This design comes from an exercise in tuning for small area, a short achievable clock period and few clock cycles on the open sky130 flow, not from production work.
Where RTL was checked, it was by simulation tests only, not by an equivalence proof against the original.
Function not checked in runs 4 to 6: the RTL went through the layout flow alone.

==> flow/design.v <==
`timescale 1ns / 1ps
module GCD(
    input         clk,
    input         rst,         
    input         start,       
    input  [15:0] a_in,
    input  [15:0] b_in,
    output        done,        
    output [15:0] Gcd,
    output [55:0] seg          
    );
    localparam STEPS = 3;      
    reg [16:0] F, G;
    reg [4:0]  D;
    reg [3:0]  K;
    reg        Busy;
    reg        Slow;           
    reg        Low;            
    reg [2:0]  Cnt;            
    reg        DoneReg;
    reg [18:0] Dg;             
    function [42:0] gstep(input [16:0] f, input [16:0] g, input [4:0] d,
                          input [3:0] k);
        reg        sub, swap, odd2;
        reg [15:0] sq;
        reg [17:0] x;
        reg [16:0] fo, go;
        reg [4:0]  dx;
        reg [1:0]  sh, dec;
        begin
            sub  = !(f[1] ^ g[1]);
            sq   = {g[16], g[16:2]} + ({f[16], f[16:2]} ^ {16{sub}}) + 16'd1;
            swap = d[4];
            odd2 = f[0] && g[0];
            x    = odd2 ? {sq[15], sq, 1'b0}
                 : (f[0] || !g[0]) ? {g[16], g} : {f[16], f};
            sh   = (!f[0] || x[1]) ? 2'd1 : x[2] ? 2'd2 : 2'd3;
            go   = (sh == 2'd1) ? x[17:1]
                 : (sh == 2'd2) ? {x[17], x[17:2]} : {{2{x[17]}}, x[17:3]};
            fo   = !f[0] ? (g[0] ? g : {f[16], f[16:1]})
                         : (odd2 && swap) ? g : f;
            dx   = ((!f[0] && g[0]) || (odd2 && swap)) ? ~d : d;
            dec  = !f[0] ? 2'd0 : (odd2 && swap) ? sh - 2'd1 : sh;
            gstep = {fo, go, dx - {3'd0, dec}, k + {3'd0, !f[0] && !g[0]}};
        end
    endfunction
    reg [16:0] fn, gn, fp, gp;
    reg [4:0]  dn;
    reg [3:0]  kn, kp;
    integer s;
    always @* begin
        fn = F; gn = G; dn = D; kn = K;
        fp = F; gp = G; kp = K;
        for (s = 0; s < STEPS; s = s + 1) begin
            if (s == STEPS - 1) begin fp = fn; gp = gn; kp = kn; end
            {fn, gn, dn, kn} = gstep(fn, gn, dn, kn);
        end
    end
    wire        TermP = (gp == 17'd0) && (fp[0] || fp == 17'd0);
    wire [16:0] Absf  = {fp[16:1] ^ {16{fp[16]}}, fp[0]};
    wire        Big   = |Absf[15:8];
    wire        Fast  = !Big && (kp == 4'd0);
    function [3:0] add3(input [3:0] x);
        case (x)
            4'd5: add3 = 4'd8;
            4'd6: add3 = 4'd9;
            4'd7: add3 = 4'd10;
            4'd8: add3 = 4'd11;
            4'd9: add3 = 4'd12;
            default: add3 = x;
        endcase
    endfunction
    function [9:0] bcd8(input [7:0] v);
        reg [11:0] r;
        integer i;
        begin
            r = 12'd0;
            for (i = 7; i >= 0; i = i - 1) begin
                r[3:0] = add3(r[3:0]);
                r[7:4] = add3(r[7:4]);
                r = {r[10:0], v[i]};
            end
            bcd8 = r[9:0];
        end
    endfunction
    function [18:0] dabble(input [18:0] d, input bit_in);
        dabble = {d[17:16],
                  add3(d[15:12]), add3(d[11:8]), add3(d[7:4]), add3(d[3:0]),
                  bit_in};
    endfunction
    wire [9:0] B8 = bcd8(Big ? Absf[15:8] : Absf[7:0]);
    function [4:0] zflags(input [18:0] d);
        reg z4, z3, z2, z1, z0;
        begin
            z4 = (d[18:16] == 3'd0);
            z3 = z4 && (d[15:12] == 4'd0);
            z2 = z3 && (d[11:8] == 4'd0);
            z1 = z2 && (d[7:4] == 4'd0);
            z0 = z1 && (d[3:0] == 4'd0);
            zflags = {z4, z3, z2, z1, z0};
        end
    endfunction
    function [6:0] seg7(input blank, input [3:0] x);
        reg a, b, c, d, e, f, g;
        begin
            a = (!x[3] && !x[2] && !x[1] && x[0]) || (x[2] && !x[1] && !x[0]);
            b = x[2] && (x[1] ^ x[0]);
            c = !x[2] && x[1] && !x[0];
            d = a || (x[2] && x[1] && x[0]);
            e = x[0] || (x[2] && !x[1]);
            f = (!x[3] && !x[2] && (x[1] || x[0])) || (x[2] && x[1] && x[0]);
            g = (!x[3] && !x[2] && !x[1]) || (x[2] && x[1] && x[0]);
            seg7 = {g, f, e, d, c, b, a} | {7{blank}};
        end
    endfunction
    reg [4:0] Zr;              
    assign seg  = {7'h7F, 7'h7F, 7'h7F,
                   seg7(Zr[4], {1'b0, Dg[18:16]}),
                   seg7(Zr[3], Dg[15:12]), seg7(Zr[2], Dg[11:8]),
                   seg7(Zr[1], Dg[7:4]), seg7(Zr[0], Dg[3:0])};
    assign Gcd  = F[15:0];
    assign done = DoneReg;
    wire Conv = Busy && !Slow && TermP;
    wire [18:0] DgNext = dabble(Dg, Low ? F[Cnt] : 1'b0);
    always @(posedge clk) begin
        if (!Busy) begin
            F <= {1'b0, a_in};
            G <= {1'b0, b_in};
            D <= 5'd0;
            K <= 4'd0;
        end else if (Slow) begin
            if (!Low) begin
                F <= {F[15:0], 1'b0};
                K <= K - 4'd1;
            end
        end else begin
            F <= Conv ? Absf : fn;
            G <= gn;
            D <= dn;
            K <= kn;
        end
        if (Slow) begin
            Dg <= DgNext;
            Zr <= zflags(DgNext);
        end else begin
            Dg <= {9'd0, B8};
            Zr <= {2'b11, Absf[7:0] < 8'd100, Absf[7:0] < 8'd10,
                   Absf[7:0] == 8'd0};
        end
        if (Slow) Cnt <= Cnt - 3'd1;
        else      Cnt <= 3'd7;
        if (rst) begin
            Busy    <= 1'b0;
            Slow    <= 1'b0;
            DoneReg <= 1'b0;
        end else begin
            DoneReg <= 1'b0;
            if (start) begin
                Busy <= 1'b1;
            end else if (Slow) begin
                if (Low) begin
                    if (Cnt == 3'd0) begin
                        Low <= 1'b0;
                        if (K == 4'd0) begin
                            Slow    <= 1'b0;
                            Busy    <= 1'b0;
                            DoneReg <= 1'b1;
                        end
                    end
                end else if (K == 4'd1) begin
                    Slow    <= 1'b0;
                    Busy    <= 1'b0;
                    DoneReg <= 1'b1;
                end
            end else if (Conv) begin
                if (Fast) begin
                    Busy    <= 1'b0;
                    DoneReg <= 1'b1;
                end else begin
                    Slow <= 1'b1;
                    Low  <= Big;
                end
            end
        end
    end
endmodule
==> flow/run.sh <==
#!/bin/bash
# synth_recipe.tcl (not shown) runs the flow's synth.tcl, then flattens the netlist and writes it again
# the make line also repeats each setting of config.mk as NAME=value (left out here)
make -C /OpenROAD-flow-scripts/flow DESIGN_CONFIG=/design/flow/config.mk WORK_HOME=/design/flow/orfs CLKGATE_MAP_FILE= SYNTH_SCRIPT=/design/flow/synth_recipe.tcl finish
==> flow/config.mk <==
export PLATFORM = sky130hd
export DESIGN_NAME = GCD
export DESIGN_NICKNAME = GCD
export VERILOG_FILES = /design/flow/design.v
export SDC_FILE = /design/flow/constraint.sdc
export NUM_CORES = 4
export LEC_CHECK = 0
export ABC_AREA = 1
export CAP_MARGIN = 20
export CORE_MARGIN = 2
export CORE_UTILIZATION = 40
export SLEW_MARGIN = 20
==> flow/constraint.sdc <==
create_clock -name core_clock -period 38.0 [get_ports {clk}]
set_input_delay 7.6000 -clock core_clock [delete_from_list [all_inputs] [get_ports {clk}]]
set_output_delay 7.6000 -clock core_clock [all_outputs]
set_load 0.01 [all_outputs]
==> metrics.csv, run 1 <==
stage,metric,value,unit
outcome,status,finished clean,
logic_synthesis,post-synth cell types,61,
hold_path,worst hold path type,register to register,
floorplanning,die extent in x,172,microns
logic_synthesis,"FF+latch count, synth",74,
clock_tree,clock latency on the worst-skew pair,0.34,ns
route,DRT iter0 DRCs,1349,
logic_synthesis,Synth Flop Type,dfxtp_1,
global_routing,Total GRT Usage,26.2,%
logic_synthesis,Async SR Flop Fraction,0,%
placement,dpl hpwl,31.9,mm
clock_tree,Clock Path Buffers,2,
route,antenna-violating nets left,0,
worst_setup_path,crit path kind,register to output pin,
logic_synthesis,Synth area leader,nand2_1,
floorplanning,die area,0.0295,sq mm
floorplanning,Top Ports,108,
clock_tree,Sinks on Clock Net,74,
global_routing,number of global-route vias before repair,11100,
timing,post-route setup TNS,0,ns
route,vias,12300,
floorplanning,placeable core area,0.0278,sq mm
timing,Max-slew headroom,31.2,%
timing,min Tclk post-route,9.63,ns
logic_synthesis,synth warn,1,
clock_tree,# resized after CTS,0,
route,First-pass DRT Iterations,6,
logic_synthesis,Synth Cell Area,0.0113,sq mm
run,max cap viols,0,
timing,final clock skew,0.0130,ns
clock_tree,Root Buffer,clkbuf_16,
finish,# nets final,1973,
logic_synthesis,area share of the largest cell type after synthesis,15.0,%
timing,final hold vios,0,
global_routing,GRT overflow,0,
clock_tree,TritonCTS clock tree,built,
clock_tree,Post-CTS Setup Repair Bufs,0,
logic_synthesis,syn avg cell area,6.21,sq um
timing,FMAX,0.104,GHz
placement,Port Buf Inserts,86,
timing,Max Slew Vio Count,0,
logic_synthesis,ranking of synthesized cells by area,"nand2_1 15%, inv_1 9.5%, edfxtp_1 8.8%, ha_1 8.3%, dfxtp_1 7.3%",
global_routing,largest net degree at the start of global routing,38,
worst_setup_path,Critical Path AT,2.03,ns
worst_setup_path,critical path endpoint category,output pin,
timing,setup violators final,0,
worst_setup_path,Startpoint Class,register,
timing,Hold WS,0.452,ns
clock_tree,hold_buf cts,0,
timing,Tcrit/Tclk final,25.3,%
clock_tree,H-tree lvl count,3,
route,wire per inst,17.4,microns
floorplanning,Core Rows,61,
clock_tree,CTS Buf Count,9,
route,# DRC,0,
route,Via-to-Cell Ratio,5.47,
finish,Layout area overhead,11.2,%
worst_setup_path,critical path peak fanout,6,
logic_synthesis,Syn Inst Count,1815,
placement,routability cong.,1.01,
global_routing,initial antenna violation count,0,
timing,RSZ-0062 raised after global routing,no,
clock_tree,Clock transition at path regs,0.06,ns
route,WL final,38.9,mm
global_routing,first-pass GRT wire length,60.0,mm
floorplanning,Starting Density,40.5,%
logic_synthesis,"EDFF count, synth",33,
floorplanning,DIE HEIGHT,172,microns
logic_synthesis,sequential cell area fraction in the yosys report,16.1,%
finish,layout cell share with drive strength beyond 1,5.75,%
worst_setup_path,Required @ worst endpoint,30.40,ns
timing,worst-margin pin slew,1.03,ns
routing by layer:
metal  GRT usage (%)  routed length [microns]
met5               0                        0
met2            41.7                    17200
met4            6.50                      949
met3            4.72                     3760
met1            36.4                    17100
synth_stat cells (all sizes together), types with 3 or more instances:
library cell / number
o31ai: 6
edfxtp: 33
nor2: 138
o22ai: 35
o21a: 4
nor3: 23
or2: 5
nor4: 3
o21bai: 5
buf: 64
a221oi: 17
a211oi: 3
clkbuf: 21
dfxtp: 41
o211ai: 34
a21oi: 106
nand3: 139
o221ai: 22
nand2: 478
ha: 75
nand4: 15
a31oi: 12
fa: 7
xnor2: 14
inv: 304
a22oi: 13
and2: 4
xor2: 83
o311ai: 5
o21ai: 90
per-stage QoR:
step | util, % | setup WS (ns) | instance area [sq um] | instances
6_report | 45.1 | 28.37 | 12500 | 2240
3_5_place_dp | 44.0 | 28.72 | 12200 | 2223
4_1_cts | 45.1 | 28.36 | 12500 | 2239
5_1_grt | 45.1 | 28.17 | 12500 | 2239
2_1_floorplan | - | 29.16 | 11300 | 1835
3_3_place_gp | 44.0 | 28.74 | 12200 | 2223
critical path, cell delays in order, from the launching register on:
cell,delay [ns]
dfxtp_1,0.43
inv_1,0.13
ha_1,0.23
o311ai_0,0.31
clkdlybuf4s50_1,0.60
registers in the layout (all words and copies together), names as in the netlist:
register and count:
Dg 19, Low 1, D 5, K 4
Busy 1, F 17, Slow 1, Zr 5
G 17, Cnt 3, DoneReg 1
final cells by class:
class / count / area (sq um)
fill: 2988 / 15300
inverter: 304 / 1140
multi-input combinational: 1372 / 7860
tap: 378 / 473
clock buffer: 9 / 225
sequential: 74 / 1810
timing repair buffer: 95 / 928
clock inverter: 7 / 76.3
antenna: 1 / 2.50
worst paths after layout:
kind              depth (start not counted)      end  startpoint  slack (ns)
setup reg to reg                         46    G[13]        F[1]       29.06
hold / removal                            1   Cnt[0]      Cnt[0]        0.45
hold reg to reg                           1   Cnt[0]      Cnt[0]        0.45
setup / recovery                          4  seg[12]       Dg[4]       28.37
kinds of logic after synthesis:
| group | share of synthesized area, % |
|---|---|
| fa+ha+maj | 9.57 |
| flops | 16.1 |
| simple gates | 31.2 |
| other cells | 0.0333 |
| compound gates | 20.7 |
| buf+inv | 14.8 |
| xor+xnor | 7.61 |
placed cells by master (no fill, tap or decap), types with 7 or more instances in the layout:
master / Yosys / routed
inv_1: 286 / 286
inv_2: 17 / 17
o221ai_1: 22 / 22
a22oi_1: 13 / 13
nor2_2: 7 / 7
a31oi_1: 12 / 12
o211ai_1: 33 / 33
xnor2_1: 14 / 13
edfxtp_1: 33 / 33
fa_1: 7 / 7
o22ai_1: 35 / 35
nand2_1: 450 / 450
nand3_1: 134 / 134
dfxtp_1: 41 / 41
nand4_1: 15 / 15
nor3_1: 22 / 22
xor2_1: 82 / 82
o21ai_0: 78 / 78
nand2_2: 23 / 23
clkdlybuf4s50_1: 0 / 86
a221oi_1: 16 / 16
buf_4: 42 / 9
nor2_1: 124 / 124
conb_1: 1 / 21
o21ai_1: 9 / 9
a21oi_1: 105 / 105
clkbuf_16: 0 / 9
ha_1: 75 / 75
Testbench counts, summed over its fixed seeds: cycles 20,374.
==> run 2: changes to the inputs <==
--- a/flow/config.mk
+++ b/flow/config.mk
@@ -8,5 +8,7 @@
 export ABC_AREA = 1
 export CAP_MARGIN = 20
 export CORE_MARGIN = 2
-export CORE_UTILIZATION = 40
+export CORE_UTILIZATION = 65
+export CTS_BUF_LIST = sky130_fd_sc_hd__clkbuf_8
+export PLACE_DENSITY = 0.8
 export SLEW_MARGIN = 20
==> metrics.csv, run 2 <==
stage,metric,value,unit,change
clock_tree,Sinks on Clock Net,74,,unchanged
clock_tree,Clock Path Buffers,2,,unchanged
worst_setup_path,Critical Path AT,2.07,ns,was 2.03 ns
logic_synthesis,Synth top cells by count,"450 x nand2_1, 286 x inv_1, 134 x nand3_1",,unchanged
clock_tree,CTS Buf Count,9,,unchanged
clock_tree,H-tree lvl count,3,,unchanged
route,vias,12500,,"was 12,300"
timing,worst-margin pin slew,1.01,ns,was 1.03 ns
placement,Port Buf Inserts,86,,unchanged
timing,RSZ-0062 raised after global routing,no,,unchanged
global_routing,initial antenna violation count,0,,unchanged
route,First-pass DRT Iterations,8,,was 6
logic_synthesis,area share of the largest cell type after synthesis,15.0,%,unchanged
route,WL final,36.4,mm,was 38.9 mm
logic_synthesis,"FF+latch count, synth",74,,unchanged
finish,# nets final,1972,,"was 1,973"
worst_setup_path,crit path kind,register to output pin,,unchanged
finish,fin cells,2085,,"was 2,240"
route,wire per inst,17.5,microns,was 17.4 microns
timing,FMAX,0.103,GHz,was 0.104 GHz
global_routing,Total GRT Usage,38.5,%,was 26.2%
logic_synthesis,post-synth cell types,61,,unchanged
finish,"leading cell types in the layout, fill and taps excluded","450 x nand2_1, 286 x inv_1, 134 x nand3_1",,unchanged
timing,min Tclk post-route,9.67,ns,was 9.63 ns
timing,fin worst setup slack,28.33,ns,was 28.37 ns
timing,final hold vios,0,,unchanged
logic_synthesis,Synth Flop Type,dfxtp_1,,unchanged
floorplanning,placeable core area,0.0171,sq mm,was 0.0278 sq mm
route,# DRC,0,,unchanged
finish,area occupied by multi-input gates,0.00786,sq mm,unchanged
clock_tree,Root Buffer,clkbuf_8,,was clkbuf_16
worst_setup_path,critical path peak fanout,6,,unchanged
logic_synthesis,synth warn,1,,unchanged
worst_setup_path,slowest CP cell,clkdlybuf4s50_1,,unchanged
logic_synthesis,ranking of synthesized cells by area,"nand2_1 15%, inv_1 9.5%, edfxtp_1 8.8%, ha_1 8.3%, dfxtp_1 7.3%",,unchanged
hold_path,Hold Startpoint,Dg[17],,was Cnt[0]
timing,post-route setup TNS,0,ns,unchanged
clock_tree,# resized after CTS,0,,unchanged
finish,total inserted antenna cells,0,,was 1
clock_tree,Clock transition at path regs,0.08,ns,was 0.06 ns
finish,fill count,1581,,"was 2,988"
worst_setup_path,critical path endpoint category,output pin,,unchanged
worst_setup_path,worst r2r dst,G[12],,was G[13]
global_routing,first-pass GRT wire length,56.0,mm,was 60.0 mm
timing,setup violators final,0,,unchanged
floorplanning,Core Rows,48,,was 61
finish,flip-flop count of the largest register after layout,19,,unchanged
clock_tree,hold_buf cts,0,,unchanged
worst_setup_path,FF-to-FF Start,F[1],,unchanged
route,Via-to-Cell Ratio,6.01,,was 5.47
worst_setup_path,crit path buf inv count,2,,unchanged
finish,Reg area,0.00181,sq mm,unchanged
logic_synthesis,Syn Inst Count,1815,,unchanged
logic_synthesis,"EDFF count, synth",33,,unchanged
floorplanning,Top Ports,108,,unchanged
worst_setup_path,crit-path cells,inv_1 -> ha_1 -> o311ai_0 -> clkdlybuf4s50_1,,unchanged
placement,Post-Place Cells,2069,,"was 2,223"
global_routing,GRT overflow,0,,unchanged
timing,final clock skew,0.0173,ns,was 0.0130 ns
worst_setup_path,largest stage delay on the critical path,0.60,ns,about the same
placement,DP Worst Slack,28.69,ns,was 28.72 ns
hold_path,Hold EP,Dg[18],,was Cnt[0]
floorplanning,die extent in x,136,microns,was 172 microns
placement,dpl hpwl,29.2,mm,was 31.9 mm
hold_path,worst hold path type,register to register,,unchanged
worst_setup_path,CP Depth,4,,unchanged
floorplanning,die area,0.0184,sq mm,was 0.0295 sq mm
clock_tree,clock latency on the worst-skew pair,0.36,ns,was 0.34 ns
worst_setup_path,Reg2Reg Depth,46,,unchanged
logic_synthesis,Synth Cell Area,0.0113,sq mm,unchanged
outcome,status,finished clean,,unchanged
finish,Regs by FF count,"Dg: 19 flops, F: 17 flops, G: 17 flops",,unchanged
run,max cap viols,0,,unchanged
worst_setup_path,Startpoint Class,register,,unchanged
finish,Layout area overhead,8.56,%,was 11.2%
logic_synthesis,most common cell in the netlist,nand2_1,,unchanged
logic_synthesis,Synth area leader,nand2_1,,unchanged
global_routing,largest net degree at the start of global routing,38,,unchanged
route,DRT iter0 DRCs,1385,,"was 1,349"
global_routing,number of global-route vias before repair,10900,,"was 11,100"
finish,Top reg by flops,Dg,,unchanged
floorplanning,DIE HEIGHT,136,microns,was 172 microns
worst_setup_path,critical path's top delay family,buffers and inverters,,unchanged
logic_synthesis,syn avg cell area,6.21,sq um,unchanged
worst_setup_path,R2R setup slack,28.84,ns,was 29.06 ns
route,antenna-violating nets left,0,,unchanged
timing,Tcrit/Tclk final,25.5,%,was 25.3%
placement,routability cong.,1.05,,was 1.01
finish,layout cell share with drive strength beyond 1,5.75,%,about the same
hold_path,Worst Hold Depth,2,,was 1
timing,Max-slew headroom,32.4,%,was 31.2%
worst_setup_path,Required @ worst endpoint,30.40,ns,about the same
clock_tree,Post-CTS Setup Repair Bufs,0,,unchanged
logic_synthesis,Async SR Flop Fraction,0,%,unchanged
floorplanning,Starting Density,65.8,%,was 40.5%
logic_synthesis,sequential cell area fraction in the yosys report,16.1,%,unchanged
finish,"commonest non-fill, non-tap cell in the layout",nand2_1,,unchanged
timing,Max Slew Vio Count,0,,unchanged
clock_tree,TritonCTS clock tree,built,,unchanged
==> run 2: cells by family after synthesis <==
logic type	Yosys count	share of synthesized area, %
and+or+nand+nor	806	31.2
buffers and inverters	389	14.8
AOI/OAI and AO/OA	366	20.7
xor gates and xnor gates	97	7.61
adders and majority gates	82	9.57
DFF	74	16.1
other	1	0.0333
==> run 2: worst max-delay path by stage <==
stage | endpoint | slack, ns | start
floorplan | seg[12] | 29.16 | Dg[4]
global placement | seg[12] | 28.77 | Dg[4]
detailed placement | seg[12] | 28.69 | Dg[4]
CTS | seg[12] | 28.31 | Dg[4]
global route | G[12] | 27.90 | F[1]
finish | seg[12] | 28.33 | Dg[4]
==> run 2: worst register-to-register path: cells and delay by family, from the launching register on <==
kind / cells / cell delay, ns
buffers and inverters: 7 / 0.87
flip-flops: 1 / 0.52
AND/OR/NAND/NOR: 16 / 1.85
AO/OA/AOI/OAI: 15 / 3.47
adder cells (fa/ha/maj): 4 / 1.54
XOR/XNOR: 4 / 0.74
==> run 2: layout make-up <==
| class | count | area share (%) |
|---|---|---|
| inverters | 304 | 9.35 |
| multi-input cells | 1372 | 64.3 |
| repair buffers | 94 | 7.53 |
| clock buffers | 9 | 1.01 |
| flip-flops and latches | 74 | 14.8 |
| clock inverters | 7 | 0.685 |
| well taps | 225 | 2.30 |
==> run 2: metrics by stage <==
stage / util [%] / hold WS [ns] / cell area (sq um)
2_1_floorplan: - / 0.411 / 11300
3_3_place_gp: 70.2 / 0.432 / 12000
3_5_place_dp: 70.2 / 0.468 / 12000
4_1_cts: 71.4 / 0.488 / 12200
5_1_grt: 71.4 / 0.501 / 12200
6_report: 71.4 / 0.485 / 12200
==> run 2: metal layers <==
| layer | GRT usage [%] | vias up | wire length [microns] | share of wire (%) |
|---|---|---|---|---|
| met5 | 0 | - | 0 | 0 |
| met3 | 8.34 | 80 | 4370 | 12 |
| met1 | 54.7 | 5724 | 15400 | 42 |
| li1 | - | 6026 | - | - |
| met2 | 58.0 | 703 | 15500 | 43 |
| met4 | 12.7 | 0 | 1180 | 3.2 |
==> run 3: changes to the inputs <==
--- a/flow/design.v
+++ b/flow/design.v
@@ -58,6 +58,7 @@
     end
     wire        TermP = (gp == 17'd0) && (fp[0] || fp == 17'd0);
     wire [16:0] Absf  = {fp[16:1] ^ {16{fp[16]}}, fp[0]};
+    wire        Big16 = |Absf[15:12];
     wire        Big   = |Absf[15:8];
     wire        Fast  = !Big && (kp == 4'd0);
     function [3:0] add3(input [3:0] x);
@@ -88,7 +89,8 @@
                   add3(d[15:12]), add3(d[11:8]), add3(d[7:4]), add3(d[3:0]),
                   bit_in};
     endfunction
-    wire [9:0] B8 = bcd8(Big ? Absf[15:8] : Absf[7:0]);
+    wire [7:0] V8 = Big16 ? Absf[15:8] : Big ? Absf[11:4] : Absf[7:0];
+    wire [9:0] B8 = bcd8(V8);
     function [4:0] zflags(input [18:0] d);
         reg z4, z3, z2, z1, z0;
         begin
@@ -123,10 +125,10 @@
     wire Conv = Busy && !Slow && TermP;
     wire [18:0] DgNext = dabble(Dg, Low ? F[Cnt] : 1'b0);
     always @(posedge clk) begin
+        G <= Busy ? gn : {1'b0, b_in};
+        D <= Busy ? dn : 5'd0;
         if (!Busy) begin
             F <= {1'b0, a_in};
-            G <= {1'b0, b_in};
-            D <= 5'd0;
             K <= 4'd0;
         end else if (Slow) begin
             if (!Low) begin
@@ -135,8 +137,6 @@
             end
         end else begin
             F <= Conv ? Absf : fn;
-            G <= gn;
-            D <= dn;
             K <= kn;
         end
         if (Slow) begin
@@ -144,11 +144,10 @@
             Zr <= zflags(DgNext);
         end else begin
             Dg <= {9'd0, B8};
-            Zr <= {2'b11, Absf[7:0] < 8'd100, Absf[7:0] < 8'd10,
-                   Absf[7:0] == 8'd0};
+            Zr <= {2'b11, V8 < 8'd100, V8 < 8'd10, V8 == 8'd0};
         end
         if (Slow) Cnt <= Cnt - 3'd1;
-        else      Cnt <= 3'd7;
+        else      Cnt <= {Big16, 2'b11};
         if (rst) begin
             Busy    <= 1'b0;
             Slow    <= 1'b0;
--- a/flow/config.mk
+++ b/flow/config.mk
@@ -8,7 +8,6 @@
 export ABC_AREA = 1
 export CAP_MARGIN = 20
 export CORE_MARGIN = 2
-export CORE_UTILIZATION = 65
+export CORE_UTILIZATION = 40
 export CTS_BUF_LIST = sky130_fd_sc_hd__clkbuf_8
-export PLACE_DENSITY = 0.8
 export SLEW_MARGIN = 20
==> metrics.csv, run 3 <==
stage,metric,value,unit,change
finish,layout cell share with drive strength beyond 1,7.06,%,was 5.75%
worst_setup_path,Startpoint Class,register,,unchanged
logic_synthesis,synth warn,1,,unchanged
timing,min Tclk post-route,9.71,ns,was 9.67 ns
clock_tree,Root Buffer,clkbuf_8,,unchanged
global_routing,largest net degree at the start of global routing,38,,unchanged
timing,final clock skew,0.0160,ns,was 0.0173 ns
timing,Max-slew headroom,18.7,%,was 32.4%
finish,Top reg by flops,Dg,,unchanged
global_routing,first-pass GRT wire length,62.5,mm,was 56.0 mm
finish,Regs by FF count,"Dg: 19 flops, F: 17 flops, G: 17 flops",,unchanged
finish,"commonest non-fill, non-tap cell in the layout",nand2_1,,unchanged
clock_tree,Post-CTS Setup Repair Bufs,0,,unchanged
clock_tree,clock latency on the worst-skew pair,0.37,ns,was 0.36 ns
floorplanning,placeable core area,0.0279,sq mm,was 0.0171 sq mm
route,Via-to-Cell Ratio,5.42,,was 6.01
global_routing,Total GRT Usage,26.2,%,was 38.5%
finish,fill count,3008,,"was 1,581"
placement,routability cong.,1.03,,was 1.05
worst_setup_path,critical path endpoint category,output pin,,unchanged
global_routing,initial antenna violation count,1,,was 0
worst_setup_path,critical path peak fanout,6,,unchanged
timing,Tcrit/Tclk final,25.6,%,was 25.5%
logic_synthesis,Synth top cells by count,"472 x nand2_1, 287 x inv_1, 130 x nand3_1",,"was 450 x nand2_1, 286 x inv_1, 134 x nand3_1"
placement,placed cell areas,0.0123,sq mm,was 0.0120 sq mm
route,First-pass DRT Iterations,5,,was 8
floorplanning,Top Ports,108,,unchanged
logic_synthesis,syn avg cell area,6.09,sq um,was 6.21 sq um
timing,worst-margin pin slew,1.22,ns,was 1.01 ns
floorplanning,die extent in x,173,microns,was 136 microns
clock_tree,CTS Buf Count,9,,unchanged
finish,flip-flop count of the largest register after layout,19,,unchanged
logic_synthesis,"EDFF count, synth",17,,was 33
route,WL final,40.2,mm,was 36.4 mm
logic_synthesis,Async SR Flop Fraction,0,%,unchanged
worst_setup_path,crit path kind,register to output pin,,unchanged
finish,Layout area overhead,10.3,%,was 8.56%
route,wire per inst,17.5,microns,about the same
timing,post-route setup TNS,0,ns,unchanged
outcome,status,finished clean,,unchanged
floorplanning,Core Rows,61,,was 48
logic_synthesis,Synth Cell Area,0.0114,sq mm,was 0.0113 sq mm
clock_tree,TritonCTS clock tree,built,,unchanged
clock_tree,# resized after CTS,0,,unchanged
finish,# nets final,2024,,"was 1,972"
clock_tree,Sinks on Clock Net,74,,unchanged
logic_synthesis,most common cell in the netlist,nand2_1,,unchanged
floorplanning,die area,0.0298,sq mm,was 0.0184 sq mm
worst_setup_path,Required @ worst endpoint,30.40,ns,about the same
route,vias,12400,,"was 12,500"
logic_synthesis,Synth Flop Type,dfxtp_1,,unchanged
timing,Max Slew Vio Count,0,,unchanged
logic_synthesis,Synth area leader,nand2_1,,unchanged
timing,RSZ-0062 raised after global routing,no,,unchanged
logic_synthesis,"FF+latch count, synth",74,,unchanged
global_routing,GRT overflow,0,,unchanged
route,antenna-violating nets left,0,,unchanged
clock_tree,hold_buf cts,0,,unchanged
clock_tree,Clock transition at path regs,0.10,ns,was 0.08 ns
finish,design area,0.0125,sq mm,was 0.0122 sq mm
timing,setup violators final,0,,unchanged
floorplanning,Starting Density,40.8,%,was 65.8%
worst_setup_path,Critical Path AT,2.11,ns,was 2.07 ns
logic_synthesis,area share of the largest cell type after synthesis,15.6,%,was 15.0%
logic_synthesis,sequential cell area fraction in the yosys report,14.5,%,was 16.1%
placement,dpl hpwl,32.8,mm,was 29.2 mm
logic_synthesis,Syn Inst Count,1866,,"was 1,815"
logic_synthesis,ranking of synthesized cells by area,"nand2_1 16%, dfxtp_1 10%, inv_1 9.5%, ha_1 8.3%, nand3_1 5.7%",,"was nand2_1 15%, inv_1 9.5%, edfxtp_1 8.8%, ha_1 8.3%, dfxtp_1 7.3%"
logic_synthesis,post-synth cell types,68,,was 61
floorplanning,DIE HEIGHT,173,microns,was 136 microns
timing,final hold vios,0,,unchanged
route,DRT iter0 DRCs,1244,,"was 1,385"
run,max cap viols,0,,unchanged
clock_tree,H-tree lvl count,3,,unchanged
global_routing,number of global-route vias before repair,11300,,"was 10,900"
timing,FMAX,0.103,GHz,about the same
route,# DRC,0,,unchanged
clock_tree,Clock Path Buffers,2,,unchanged
hold_path,worst hold path type,register to register,,unchanged
placement,Port Buf Inserts,86,,unchanged
finish,"leading cell types in the layout, fill and taps excluded","472 x nand2_1, 287 x inv_1, 130 x nand3_1",,"was 450 x nand2_1, 286 x inv_1, 134 x nand3_1"
## run 3: logic make-up after synthesis
family	count (synthesis)	share of synthesized area [%]
xor gates and xnor gates	86	6.63
buffers and inverters	394	14.9
AOI/OAI and AO/OA	383	21.0
and+or+nand+nor	845	33.3
adders and majority gates	82	9.49
DFF	74	14.5
muxes	1	0.0881
other	1	0.0330
## run 3: path summary, 6_finish.rpt
check          from  endpoint  slack (ns)  depth (start not counted)
max reg2reg    F[1]     G[11]       28.78                         49
min          Cnt[0]    Cnt[0]        0.46                          1
min reg2reg  Cnt[0]    Cnt[0]        0.46                          1
max           Dg[4]   seg[12]       28.29                          4
## run 3: through the flow
step                      hold slack (ns)  util, %  cells  setup WS [ns]
after floorplan                     0.410        -   1886          29.14
after CTS                           0.466     44.9   2290          28.24
after global routing                0.482     45.0   2290          28.13
final                               0.460     45.0   2291          28.29
after global placement              0.438     44.2   2274          28.71
after detailed placement            0.439     44.2   2274          28.66
## run 3: routing by layer
layer / GRT usage [%] / up-vias / wire length [microns]
li1: - / 6170 / -
met1: 36.9 / 5623 / 18600
met2: 40.0 / 537 / 16900
met3: 5.41 / 79 / 3490
met4: 8.08 / 0 / 1200
met5: 0 / - / 0
## run 3: cell type report
type | instances | area, sq um | share of cell area (%)
Inverter | 309 | 1160 | 9.25
Multi-Input combinational cell | 1418 | 8110 | 64.7
Clock buffer | 9 | 124 | 0.988
Antenna cell | 1 | 2.50 | 0.0200
Tap cell | 378 | 473 | 3.77
Timing Repair Buffer | 95 | 928 | 7.41
Clock inverter | 7 | 81.3 | 0.649
Sequential cell | 74 | 1650 | 13.2
## run 3: critical path, stage by stage, from the launching register on
cell             delay [ns]
dfxtp_1                0.43
inv_1                  0.13
ha_1                   0.23
o311ai_0               0.35
clkdlybuf4s50_1        0.60
Testbench counts of run 3, summed over its fixed seeds: cycles 19,906.
==> run 4: changes to the inputs <==
--- a/flow/design.v
+++ b/flow/design.v
@@ -18,7 +18,7 @@
     reg        Low;            
     reg [2:0]  Cnt;            
     reg        DoneReg;
-    reg [18:0] Dg;             
+    reg [34:0] Sg;             
     function [42:0] gstep(input [16:0] f, input [16:0] g, input [4:0] d,
                           input [3:0] k);
         reg        sub, swap, odd2;
@@ -58,7 +58,6 @@
     end
     wire        TermP = (gp == 17'd0) && (fp[0] || fp == 17'd0);
     wire [16:0] Absf  = {fp[16:1] ^ {16{fp[16]}}, fp[0]};
-    wire        Big16 = |Absf[15:12];
     wire        Big   = |Absf[15:8];
     wire        Fast  = !Big && (kp == 4'd0);
     function [3:0] add3(input [3:0] x);
@@ -89,7 +88,7 @@
                   add3(d[15:12]), add3(d[11:8]), add3(d[7:4]), add3(d[3:0]),
                   bit_in};
     endfunction
-    wire [7:0] V8 = Big16 ? Absf[15:8] : Big ? Absf[11:4] : Absf[7:0];
+    wire [7:0] V8 = Big ? Absf[15:8] : Absf[7:0];
     wire [9:0] B8 = bcd8(V8);
     function [4:0] zflags(input [18:0] d);
         reg z4, z3, z2, z1, z0;
@@ -115,20 +114,33 @@
             seg7 = {g, f, e, d, c, b, a} | {7{blank}};
         end
     endfunction
-    reg [4:0] Zr;              
-    assign seg  = {7'h7F, 7'h7F, 7'h7F,
-                   seg7(Zr[4], {1'b0, Dg[18:16]}),
-                   seg7(Zr[3], Dg[15:12]), seg7(Zr[2], Dg[11:8]),
-                   seg7(Zr[1], Dg[7:4]), seg7(Zr[0], Dg[3:0])};
+    function [3:0] unseg7(input [6:0] s);
+        reg a, b, c, d, e, f, g;
+        begin
+            {g, f, e, d, c, b, a} = s;
+            unseg7 = {!a && !b && !c && !d && !f && !g,
+                      (b && !c) || (a && !f) || (g && f && !a),
+                      (f && !(g && a)) || (b && !e),
+                      e && !c && !(a && !f)};
+        end
+    endfunction
+    function [34:0] segs(input [18:0] d, input [4:0] z);
+        segs = {seg7(z[4], {1'b0, d[18:16]}), seg7(z[3], d[15:12]),
+                seg7(z[2], d[11:8]), seg7(z[1], d[7:4]), seg7(z[0], d[3:0])};
+    endfunction
+    wire [3:0]  Dg4 = unseg7(Sg[34:28]);
+    wire [18:0] Dg  = {Dg4[2:0], unseg7(Sg[27:21]), unseg7(Sg[20:14]),
+                       unseg7(Sg[13:7]), unseg7(Sg[6:0])};
+    assign seg  = {7'h7F, 7'h7F, 7'h7F, Sg};
     assign Gcd  = F[15:0];
     assign done = DoneReg;
     wire Conv = Busy && !Slow && TermP;
     wire [18:0] DgNext = dabble(Dg, Low ? F[Cnt] : 1'b0);
     always @(posedge clk) begin
-        G <= Busy ? gn : {1'b0, b_in};
-        D <= Busy ? dn : 5'd0;
         if (!Busy) begin
             F <= {1'b0, a_in};
+            G <= {1'b0, b_in};
+            D <= 5'd0;
             K <= 4'd0;
         end else if (Slow) begin
             if (!Low) begin
@@ -137,17 +149,15 @@
             end
         end else begin
             F <= Conv ? Absf : fn;
+            G <= gn;
+            D <= dn;
             K <= kn;
         end
-        if (Slow) begin
-            Dg <= DgNext;
-            Zr <= zflags(DgNext);
-        end else begin
-            Dg <= {9'd0, B8};
-            Zr <= {2'b11, V8 < 8'd100, V8 < 8'd10, V8 == 8'd0};
-        end
+        if (Slow) Sg <= segs(DgNext, zflags(DgNext));
+        else      Sg <= segs({9'd0, B8}, {2'b11, V8 < 8'd100, V8 < 8'd10,
+                                          V8 == 8'd0});
         if (Slow) Cnt <= Cnt - 3'd1;
-        else      Cnt <= {Big16, 2'b11};
+        else      Cnt <= 3'd7;
         if (rst) begin
             Busy    <= 1'b0;
             Slow    <= 1'b0;
==> metrics.csv, run 4 <==
stage,metric,value,unit,change
outcome,status,finished clean,,unchanged
clock_tree,CTS Buf Count,9,,unchanged
worst_setup_path,Startpoint Class,register,,unchanged
timing,Max-slew headroom,29.4,%,was 18.7%
finish,design area,0.0129,sq mm,was 0.0125 sq mm
finish,layout cell share with drive strength beyond 1,6.32,%,was 7.06%
finish,# nets final,2050,,"was 2,024"
floorplanning,Core Rows,62,,was 61
floorplanning,DIE HEIGHT,175,microns,was 173 microns
worst_setup_path,slowest CP cell,nor2_1,,was clkdlybuf4s50_1
timing,Tcrit/Tclk final,25.2,%,was 25.6%
timing,post-route setup TNS,0,ns,unchanged
logic_synthesis,most common cell in the netlist,nand2_1,,unchanged
timing,final clock skew,0.0133,ns,was 0.0160 ns
timing,RSZ-0062 raised after global routing,no,,unchanged
worst_setup_path,critical path's top delay family,simple AND/OR/NAND/NOR gates,,was buffers and inverters
route,# DRC,0,,unchanged
timing,worst-margin pin slew,1.06,ns,was 1.22 ns
finish,total inserted antenna cells,0,,was 1
clock_tree,clock latency on the worst-skew pair,0.37,ns,about the same
route,Via-to-Cell Ratio,5.47,,was 5.42
run,max cap viols,0,,unchanged
hold_path,worst hold path type,register to register,,unchanged
route,First-pass DRT Iterations,6,,was 5
worst_setup_path,Required @ worst endpoint,38.27,ns,was 30.40 ns
route,vias,12800,,"was 12,400"
finish,Layout area overhead,10.3,%,about the same
floorplanning,Starting Density,40.7,%,was 40.8%
logic_synthesis,Synth area leader,nand2_1,,unchanged
logic_synthesis,Synth top cells by count,"501 x nand2_1, 289 x inv_1, 132 x nand3_1",,"was 472 x nand2_1, 287 x inv_1, 130 x nand3_1"
worst_setup_path,largest stage delay on the critical path,0.72,ns,was 0.60 ns
logic_synthesis,ranking of synthesized cells by area,"nand2_1 16%, inv_1 9.3%, dfxtp_1 8.9%, edfxtp_1 8.5%, ha_1 7.1%",,"was nand2_1 16%, dfxtp_1 10%, inv_1 9.5%, ha_1 8.3%, nand3_1 5.7%"
timing,setup violators final,0,,unchanged
worst_setup_path,critical path peak fanout,15,,was 6
timing,FMAX,0.104,GHz,was 0.103 GHz
finish,Regs by FF count,"Sg: 35 flops, F: 17 flops, G: 17 flops",,"was Dg: 19 flops, F: 17 flops, G: 17 flops"
worst_setup_path,critical path endpoint category,register,,was output pin
finish,"leading cell types in the layout, fill and taps excluded","501 x nand2_1, 289 x inv_1, 132 x nand3_1",,"was 472 x nand2_1, 287 x inv_1, 130 x nand3_1"
route,wire per inst,18.0,microns,was 17.5 microns
clock_tree,Post-CTS Setup Repair Bufs,0,,unchanged
logic_synthesis,post-synth cell types,61,,was 68
logic_synthesis,area share of the largest cell type after synthesis,16.1,%,was 15.6%
finish,"commonest non-fill, non-tap cell in the layout",nand2_1,,unchanged
placement,dpl hpwl,34.0,mm,was 32.8 mm
timing,Max Slew Vio Count,0,,unchanged
global_routing,Total GRT Usage,26.8,%,was 26.2%
logic_synthesis,"EDFF count, synth",33,,was 17
logic_synthesis,"FF+latch count, synth",85,,was 74
global_routing,number of global-route vias before repair,11700,,"was 11,300"
placement,DP Worst Slack,28.08,ns,was 28.66 ns
floorplanning,placeable core area,0.0287,sq mm,was 0.0279 sq mm
clock_tree,Sinks on Clock Net,85,,was 74
worst_setup_path,Critical Path AT,9.84,ns,was 2.11 ns
clock_tree,hold_buf cts,0,,unchanged
global_routing,largest net degree at the start of global routing,36,,was 38
finish,Top reg by flops,Sg,,was Dg
placement,Port Buf Inserts,86,,unchanged
clock_tree,Clock Path Buffers,2,,unchanged
clock_tree,# resized after CTS,0,,unchanged
worst_setup_path,most frequent CP cell,nand2_1,,
logic_synthesis,Syn Inst Count,1899,,"was 1,866"
clock_tree,Clock transition at path regs,0.10,ns,about the same
placement,routability cong.,1.04,,was 1.03
logic_synthesis,syn avg cell area,6.15,sq um,was 6.09 sq um
logic_synthesis,Async SR Flop Fraction,0,%,unchanged
worst_setup_path,crit path kind,register to register,,was register to output pin
logic_synthesis,sequential cell area fraction in the yosys report,17.4,%,was 14.5%
finish,flip-flop count of the largest register after layout,35,,was 19
global_routing,first-pass GRT wire length,64.6,mm,was 62.5 mm
clock_tree,TritonCTS clock tree,built,,unchanged
global_routing,GRT overflow,0,,unchanged
worst_setup_path,crit path buf inv count,8,,was 2
floorplanning,Top Ports,108,,unchanged
global_routing,initial antenna violation count,0,,was 1
timing,final hold vios,0,,unchanged
logic_synthesis,synth warn,1,,unchanged
placement,placed cell areas,0.0126,sq mm,was 0.0123 sq mm
route,antenna-violating nets left,0,,unchanged
logic_synthesis,Synth Cell Area,0.0117,sq mm,was 0.0114 sq mm
route,WL final,42.0,mm,was 40.2 mm
timing,fin worst setup slack,28.42,ns,was 28.29 ns
floorplanning,die area,0.0306,sq mm,was 0.0298 sq mm
route,DRT iter0 DRCs,1246,,"was 1,244"
logic_synthesis,Synth Flop Type,dfxtp_1,,unchanged
floorplanning,die extent in x,175,microns,was 173 microns
clock_tree,H-tree lvl count,3,,unchanged
timing,min Tclk post-route,9.58,ns,was 9.71 ns
clock_tree,Root Buffer,clkbuf_8,,unchanged
==> run 4: through the flow <==
stage,std cells,utilization [%],hold slack [ns]
finish,2331,44.9,0.429
global route,2331,44.9,0.459
CTS,2330,44.8,0.431
detailed placement,2314,44.1,0.406
global placement,2314,44.1,0.406
floorplan,1919,-,0.389
==> run 4: path summary, 6_finish.rpt <==
| check | slack [ns] | cells past startpoint | to | startpoint |
|---|---|---|---|---|
| hold reg to reg | 0.43 | 1 | Cnt[0] | Cnt[0] |
| setup reg to reg | 28.42 | 42 | D[4] | F[1] |
| hold / removal | 0.43 | 1 | Cnt[0] | Cnt[0] |
| setup / recovery | 28.42 | 42 | D[4] | F[1] |
==> run 4: cell families after synthesis <==
family / synth area share (%)
buffers and inverters: 14.4
XOR/XNOR: 6.90
AND/OR/NAND/NOR: 33.5
AO/OA/AOI/OAI: 19.4
adder cells (fa/ha/maj): 8.27
flip-flops: 17.4
other: 0.0321
multiplexers: 0.0964
==> run 4: layer usage <==
| metal | track usage, % | vias up | part of all wire [%] |
|---|---|---|---|
| li1 | - | 6280 | - |
| met1 | 36.7 | 5848 | 45 |
| met2 | 42.4 | 538 | 44 |
| met3 | 3.72 | 91 | 7.4 |
| met4 | 10.7 | 0 | 4.4 |
| met5 | 0 | - | 0 |
==> run 4: area by class of cell <==
type	instances	area [sq um]
Inverter	311	1170
Clock inverter	7	92.6
Fill cell	3072	15800
Tap cell	384	480
Sequential cell	85	2030
Timing Repair Buffer	94	925
Clock buffer	9	124
Multi-Input combinational cell	1441	8050
==> run 5: changes to the inputs <==
--- a/flow/config.mk
+++ b/flow/config.mk
@@ -9,5 +9,4 @@
 export CAP_MARGIN = 20
 export CORE_MARGIN = 2
 export CORE_UTILIZATION = 40
-export CTS_BUF_LIST = sky130_fd_sc_hd__clkbuf_8
 export SLEW_MARGIN = 20
==> metrics.csv, run 5 <==
stage,metric,value,unit,change
route,Via-to-Cell Ratio,5.47,,about the same
finish,flip-flop count of the largest register after layout,35,,unchanged
clock_tree,H-tree lvl count,3,,unchanged
finish,# nets final,2050,,unchanged
route,wire per inst,18.0,microns,about the same
logic_synthesis,area share of fa/ha/maj cells after synthesis,8.27,%,unchanged
floorplanning,DIE HEIGHT,175,microns,unchanged
logic_synthesis,post-synth cell types,61,,unchanged
route,DRT iter0 DRCs,1336,,"was 1,246"
timing,FMAX,0.105,GHz,was 0.104 GHz
placement,Port Buf Inserts,86,,unchanged
worst_setup_path,critical path peak fanout,15,,unchanged
timing,min Tclk post-route,9.56,ns,was 9.58 ns
worst_setup_path,Startpoint Class,register,,unchanged
timing,post-route setup TNS,0,ns,unchanged
floorplanning,Core Rows,62,,unchanged
placement,placed cell areas,0.0126,sq mm,unchanged
global_routing,first-pass GRT wire length,64.6,mm,about the same
outcome,status,finished clean,,unchanged
worst_setup_path,largest stage delay on the critical path,0.74,ns,was 0.72 ns
clock_tree,# resized after CTS,0,,unchanged
timing,RSZ-0062 raised after global routing,no,,unchanged
floorplanning,Starting Density,40.7,%,unchanged
route,vias,12700,,"was 12,800"
finish,layout cell share with drive strength beyond 1,6.32,%,unchanged
floorplanning,die area,0.0306,sq mm,unchanged
run,max cap viols,0,,unchanged
global_routing,initial antenna violation count,0,,unchanged
worst_setup_path,slowest CP cell,nor2_1,,unchanged
logic_synthesis,Synth top cells by count,"501 x nand2_1, 289 x inv_1, 132 x nand3_1",,unchanged
global_routing,number of global-route vias before repair,11600,,"was 11,700"
clock_tree,hold_buf cts,0,,unchanged
logic_synthesis,ranking of synthesized cells by area,"nand2_1 16%, inv_1 9.3%, dfxtp_1 8.9%, edfxtp_1 8.5%, ha_1 7.1%",,unchanged
global_routing,largest net degree at the start of global routing,36,,unchanged
worst_setup_path,critical path endpoint category,register,,unchanged
logic_synthesis,"FF+latch count, synth",85,,unchanged
floorplanning,placeable core area,0.0287,sq mm,unchanged
placement,routability cong.,1.04,,unchanged
worst_setup_path,most frequent CP cell,nand2_1,,unchanged
logic_synthesis,Syn Inst Count,1899,,unchanged
route,antenna-violating nets left,0,,unchanged
logic_synthesis,"EDFF count, synth",33,,unchanged
logic_synthesis,mux share of post-synthesis cell area,0.0965,%,unchanged
global_routing,Total GRT Usage,26.8,%,about the same
timing,final hold vios,0,,unchanged
timing,Tcrit/Tclk final,25.2,%,about the same
logic_synthesis,Synth Cell Area,0.0117,sq mm,unchanged
logic_synthesis,Synth area leader,nand2_1,,unchanged
timing,Max-slew headroom,28.0,%,was 29.4%
global_routing,GRT overflow,0,,unchanged
timing,final clock skew,0.00895,ns,was 0.0133 ns
clock_tree,CTS Buf Count,9,,unchanged
logic_synthesis,xor-xnor portion of the synthesized cell area,6.90,%,unchanged
hold_path,worst hold path type,register to register,,unchanged
finish,"leading cell types in the layout, fill and taps excluded","501 x nand2_1, 289 x inv_1, 132 x nand3_1",,unchanged
finish,total inserted antenna cells,0,,unchanged
clock_tree,Sinks on Clock Net,85,,unchanged
clock_tree,Clock transition at path regs,0.07,ns,was 0.10 ns
placement,dpl hpwl,34.0,mm,unchanged
logic_synthesis,synth warn,1,,unchanged
finish,"commonest non-fill, non-tap cell in the layout",nand2_1,,unchanged
finish,design area,0.0130,sq mm,was 0.0129 sq mm
logic_synthesis,post-synthesis compound-gate area fraction,19.4,%,unchanged
clock_tree,Clock Path Buffers,2,,unchanged
route,# DRC,0,,unchanged
logic_synthesis,most common cell in the netlist,nand2_1,,unchanged
route,First-pass DRT Iterations,8,,was 6
clock_tree,Post-CTS Setup Repair Bufs,0,,unchanged
logic_synthesis,Synth Flop Type,dfxtp_1,,unchanged
clock_tree,Root Buffer,clkbuf_16,,was clkbuf_8
timing,setup violators final,0,,unchanged
worst_setup_path,crit path kind,register to register,,unchanged
logic_synthesis,Async SR Flop Fraction,0,%,unchanged
finish,Layout area overhead,11.1,%,was 10.3%
logic_synthesis,simple-gate area share of the yosys netlist,33.5,%,unchanged
logic_synthesis,largest family of logic cells by synthesized area,simple AND/OR/NAND/NOR gates,,unchanged
logic_synthesis,area share of the largest cell type after synthesis,16.1,%,unchanged
floorplanning,Top Ports,108,,unchanged
clock_tree,clock latency on the worst-skew pair,0.35,ns,was 0.37 ns
timing,Max Slew Vio Count,0,,unchanged
floorplanning,die extent in x,175,microns,unchanged
route,WL final,41.9,mm,was 42.0 mm
logic_synthesis,sequential cell area fraction in the yosys report,17.4,%,unchanged
finish,Top reg by flops,Sg,,unchanged
finish,Regs by FF count,"Sg: 35 flops, F: 17 flops, G: 17 flops",,unchanged
worst_setup_path,Critical Path AT,9.80,ns,was 9.84 ns
timing,worst-margin pin slew,1.08,ns,was 1.06 ns
timing,Hold WS,0.420,ns,was 0.429 ns
logic_synthesis,syn avg cell area,6.15,sq um,unchanged
clock_tree,TritonCTS clock tree,built,,unchanged
worst_setup_path,Required @ worst endpoint,38.24,ns,was 38.27 ns
run 5: cell counts after synthesis:
No cell type changed its count.
run 5: final cells by class:
| type | instances | area, sq um |
|---|---|---|
| clock buffer | 9 | 225 |
| clock inverter | 7 | 92.6 |
| fill | 3050 | 15700 |
| inverter | 311 | 1170 |
| multi-input combinational | 1441 | 8050 |
| sequential | 85 | 2030 |
| tap | 384 | 480 |
| timing repair buffer | 94 | 925 |
run 5: logic make-up (layout without fill, tap and decap cells):
logic type,count (synthesis),after routing
AO/OA/AOI/OAI,363,363
XOR/XNOR,92,92
adder cells (fa/ha/maj),73,73
buffers and inverters,393,421
flip-flops,85,85
multiplexers,1,1
other,1,21
AND/OR/NAND/NOR,891,891
run 5: critical path: cells and delay by family, from the launching register on:
kind / cells / cell delay [ns]
buffers and inverters: 8 / 1.05
AOI/OAI and AO/OA: 6 / 0.79
and+or+nand+nor: 14 / 3.20
adders and majority gates: 8 / 2.65
xor gates and xnor gates: 6 / 1.21
DFF: 1 / 0.53
run 5: worst paths after layout:
check	start	end	slack, ns	cells after the start
setup / recovery	F[1]	D[4]	28.44	42
hold reg to reg	Cnt[0]	Cnt[0]	0.42	1
hold / removal	Cnt[0]	Cnt[0]	0.42	1
setup reg to reg	F[1]	D[4]	28.44	42
run 5: per-stage QoR:
step / cells / utilization, % / setup WS, ns
floorplan: 1919 / - / 29.06
global placement: 2314 / 44.1 / 28.34
detailed placement: 2314 / 44.1 / 28.08
CTS: 2330 / 45.2 / 28.03
global route: 2331 / 45.2 / 27.66
finish: 2331 / 45.2 / 28.44
run 5: layer usage:
layer	routed length, microns	vias to the layer above	global-route usage [%]
met4	1790	0	10.6
met5	0	-	0
met1	18500	5814	36.8
li1	-	6285	-
met3	3300	97	3.89
met2	18300	548	42.5
==> run 6: changes to the inputs <==
--- a/flow/config.mk
+++ b/flow/config.mk
@@ -8,5 +8,7 @@
 export ABC_AREA = 1
 export CAP_MARGIN = 20
 export CORE_MARGIN = 2
-export CORE_UTILIZATION = 40
+export CORE_UTILIZATION = 65
+export CTS_BUF_LIST = sky130_fd_sc_hd__clkbuf_8
+export PLACE_DENSITY = 0.8
 export SLEW_MARGIN = 20
==> metrics.csv, run 6 <==
stage,metric,value,unit,change
outcome,status,finished clean,,unchanged
clock_tree,TritonCTS clock tree,built,,unchanged
route,WL final,38.5,mm,was 41.9 mm
worst_setup_path,R2R setup slack,28.43,ns,was 28.44 ns
route,DRT iter0 DRCs,1756,,"was 1,336"
finish,Regs by FF count,"Sg: 35 flops, F: 17 flops, G: 17 flops",,unchanged
logic_synthesis,"FF+latch count, synth",85,,unchanged
clock_tree,# resized after CTS,0,,unchanged
global_routing,initial antenna violation count,0,,unchanged
logic_synthesis,Synth Cell Area,0.0117,sq mm,unchanged
route,First-pass DRT Iterations,7,,was 8
finish,Final Core Density,71.3,%,was 45.2%
floorplanning,DIE HEIGHT,138,microns,was 175 microns
timing,post-route setup TNS,0,ns,unchanged
logic_synthesis,Syn Inst Count,1899,,unchanged
route,Via-to-Cell Ratio,6.02,,was 5.47
worst_setup_path,crit path buf inv count,9,,was 8
placement,DP Worst Slack,28.69,ns,was 28.08 ns
route,wire per inst,17.7,microns,was 18.0 microns
timing,fin worst setup slack,28.43,ns,was 28.44 ns
logic_synthesis,ranking of synthesized cells by area,"nand2_1 16%, inv_1 9.3%, dfxtp_1 8.9%, edfxtp_1 8.5%, ha_1 7.1%",,unchanged
logic_synthesis,"EDFF count, synth",33,,unchanged
timing,Tcrit/Tclk final,25.2,%,about the same
global_routing,largest net degree at the start of global routing,37,,was 36
route,antenna-violating nets left,0,,unchanged
placement,Post-Place Cells,2161,,"was 2,314"
finish,layout cell share with drive strength beyond 1,6.26,%,was 6.32%
placement,placed cell areas,0.0125,sq mm,was 0.0126 sq mm
finish,flip-flop count of the largest register after layout,35,,unchanged
logic_synthesis,post-synth cell types,61,,unchanged
clock_tree,Root Buffer,clkbuf_8,,was clkbuf_16
timing,Hold WS,0.451,ns,was 0.420 ns
placement,Port Buf Inserts,86,,unchanged
global_routing,number of global-route vias before repair,11900,,"was 11,600"
timing,Max Slew Vio Count,0,,unchanged
clock_tree,Clock Path Buffers,2,,unchanged
logic_synthesis,Synth area leader,nand2_1,,unchanged
finish,"commonest non-fill, non-tap cell in the layout",nand2_1,,unchanged
worst_setup_path,largest stage delay on the critical path,0.74,ns,about the same
finish,Layout area overhead,8.62,%,was 11.1%
finish,# nets final,2051,,"was 2,050"
run,max cap viols,0,,unchanged
timing,setup violators final,0,,unchanged
route,vias,13100,,"was 12,700"
clock_tree,CTS Buf Count,9,,unchanged
finish,total inserted antenna cells,0,,unchanged
finish,Top reg by flops,Sg,,unchanged
worst_setup_path,critical path's top delay family,simple AND/OR/NAND/NOR gates,,unchanged
worst_setup_path,Reg2Reg Depth,43,,was 42
timing,Max-slew headroom,27.7,%,was 28.0%
clock_tree,Post-CTS Setup Repair Bufs,0,,unchanged
hold_path,worst hold path type,register to register,,unchanged
placement,dpl hpwl,30.9,mm,was 34.0 mm
worst_setup_path,worst r2r dst,D[4],,unchanged
logic_synthesis,Async SR Flop Fraction,0,%,unchanged
logic_synthesis,Synth Flop Type,dfxtp_1,,unchanged
timing,final clock skew,0.0159,ns,was 0.00895 ns
finish,fin cells,2177,,"was 2,331"
logic_synthesis,area share of the largest cell type after synthesis,16.1,%,unchanged
worst_setup_path,CP Depth,43,,was 42
worst_setup_path,Critical Path AT,9.84,ns,was 9.80 ns
finish,fill count,1633,,"was 3,050"
clock_tree,H-tree lvl count,3,,unchanged
timing,FMAX,0.104,GHz,was 0.105 GHz
global_routing,Total GRT Usage,39.0,%,was 26.8%
worst_setup_path,crit path kind,register to register,,unchanged
floorplanning,Starting Density,65.7,%,was 40.7%
worst_setup_path,Required @ worst endpoint,38.27,ns,was 38.24 ns
route,# DRC,0,,unchanged
floorplanning,die area,0.0190,sq mm,was 0.0306 sq mm
global_routing,first-pass GRT wire length,60.5,mm,was 64.6 mm
logic_synthesis,most common cell in the netlist,nand2_1,,unchanged
worst_setup_path,Critical Path Source,F[1],,unchanged
finish,design area,0.0127,sq mm,was 0.0130 sq mm
floorplanning,die extent in x,138,microns,was 175 microns
floorplanning,placeable core area,0.0178,sq mm,was 0.0287 sq mm
logic_synthesis,sequential cell area fraction in the yosys report,17.4,%,unchanged
worst_setup_path,slowest CP cell,nor2_1,,unchanged
finish,"leading cell types in the layout, fill and taps excluded","501 x nand2_1, 291 x inv_1, 132 x nand3_1",,"was 501 x nand2_1, 289 x inv_1, 132 x nand3_1"
worst_setup_path,most frequent CP cell,nand2_1,,unchanged
logic_synthesis,Synth top cells by count,"501 x nand2_1, 289 x inv_1, 132 x nand3_1",,unchanged
worst_setup_path,FF-to-FF Start,F[1],,unchanged
timing,RSZ-0062 raised after global routing,no,,unchanged
clock_tree,Sinks on Clock Net,85,,unchanged
worst_setup_path,critical path endpoint category,register,,unchanged
logic_synthesis,syn avg cell area,6.15,sq um,unchanged
worst_setup_path,CP endpoint,D[4],,unchanged
timing,min Tclk post-route,9.57,ns,was 9.56 ns
logic_synthesis,synth warn,1,,unchanged
timing,worst-margin pin slew,1.08,ns,about the same
floorplanning,Core Rows,49,,was 62
timing,final hold vios,0,,unchanged
clock_tree,Clock transition at path regs,0.09,ns,was 0.07 ns
worst_setup_path,critical path peak fanout,15,,unchanged
global_routing,GRT overflow,0,,unchanged
clock_tree,hold_buf cts,0,,unchanged
floorplanning,Top Ports,108,,unchanged
clock_tree,clock latency on the worst-skew pair,0.37,ns,was 0.35 ns
placement,routability cong.,1.02,,was 1.04
worst_setup_path,Startpoint Class,register,,unchanged
## run 6: changes by cell type in the layout (fill, tap and decap cells not counted)
cell	delta
inv_8	-2
clkbuf_16	-9
clkbuf_8	+9
inv_4	+1
clkinv_8	-1
bufinv_16	+1
buf_6	-1
buf_4	+2
clkinvlp_4	-1
inv_1	+2
## run 6: cell type report
class                      instances  area (sq um)  share of cell area, %
multi-input combinational       1441          8050                   63.5
sequential                        85          2030                   16.0
inverter                         311          1170                   9.25
timing repair buffer              95           928                   7.32
tap                              229           287                   2.26
clock buffer                       9           124                  0.977
clock inverter                     7          90.1                  0.710
## run 6: worst min path at each step
| stage | startpoint | end | depth (start not counted) | slack, ns |
|---|---|---|---|---|
| global placement | Cnt[0] | Cnt[0] | 1 | 0.40 |
| floorplan | Cnt[0] | Cnt[0] | 1 | 0.39 |
| CTS | Cnt[0] | Cnt[0] | 1 | 0.45 |
| finish | Cnt[0] | Cnt[0] | 1 | 0.45 |
| detailed placement | Cnt[0] | Cnt[0] | 1 | 0.43 |
| global route | Cnt[0] | Cnt[0] | 1 | 0.48 |
## run 6: metal layers
metal,part of all wire (%),vias up,global-route usage [%]
met2,44,750,62.5
li1,-,6286,-
met1,40,5912,50.8
met5,0,-,0
met4,5.5,0,19.0
met3,11,150,7.27
## run 6: logic make-up after synthesis
family	Yosys count	synth area share, %
and+or+nand+nor	891	33.5
buffers and inverters	393	14.4
AOI/OAI and AO/OA	363	19.4
xor gates and xnor gates	92	6.90
DFF	85	17.4
adders and majority gates	73	8.27
other	1	0.0321
muxes	1	0.0964

[re-timing with driven ports]
No port has a modelled driver above. Below, the same layouts with a new extraction and two added sets of constraints.
Step 1 (the two cells are an assumption about what drives the block):
set clk [get_ports {clk}]
set_driving_cell -lib_cell sky130_fd_sc_hd__clkbuf_16 $clk
set_driving_cell -lib_cell sky130_fd_sc_hd__buf_2 [delete_from_list [all_inputs] $clk]
Step 2 moves the port delays by t, midway between the first and last clock arrival at a register: inputs arrive t later, outputs are due t later. That takes back most of the time a late clock gives input paths.
Slacks: ideal ports / drivers / drivers and shift; pairs: ideal ports / drivers.
| run | t (ns) | slack for setup (ns) | cell pins on the clock port's net |
|---|---|---|---|
| run 1 | 0.370 | 28.372 / 28.335 / 28.705 | 1 |
| run 2 | 0.390 | 28.326 / 28.291 / 28.680 | 1 |
| run 3 | 0.405 | 28.289 / 28.245 / 28.650 | 1 |
| run 4 | 0.402 | 28.425 / 28.425 / 28.425 | 1 |
| run 5 | 0.384 | 28.435 / 28.435 / 28.435 | 1 |
| run 6 | 0.398 | 28.429 / 28.429 / 28.429 | 1 |
After both steps setup and hold are still met in every run listed.
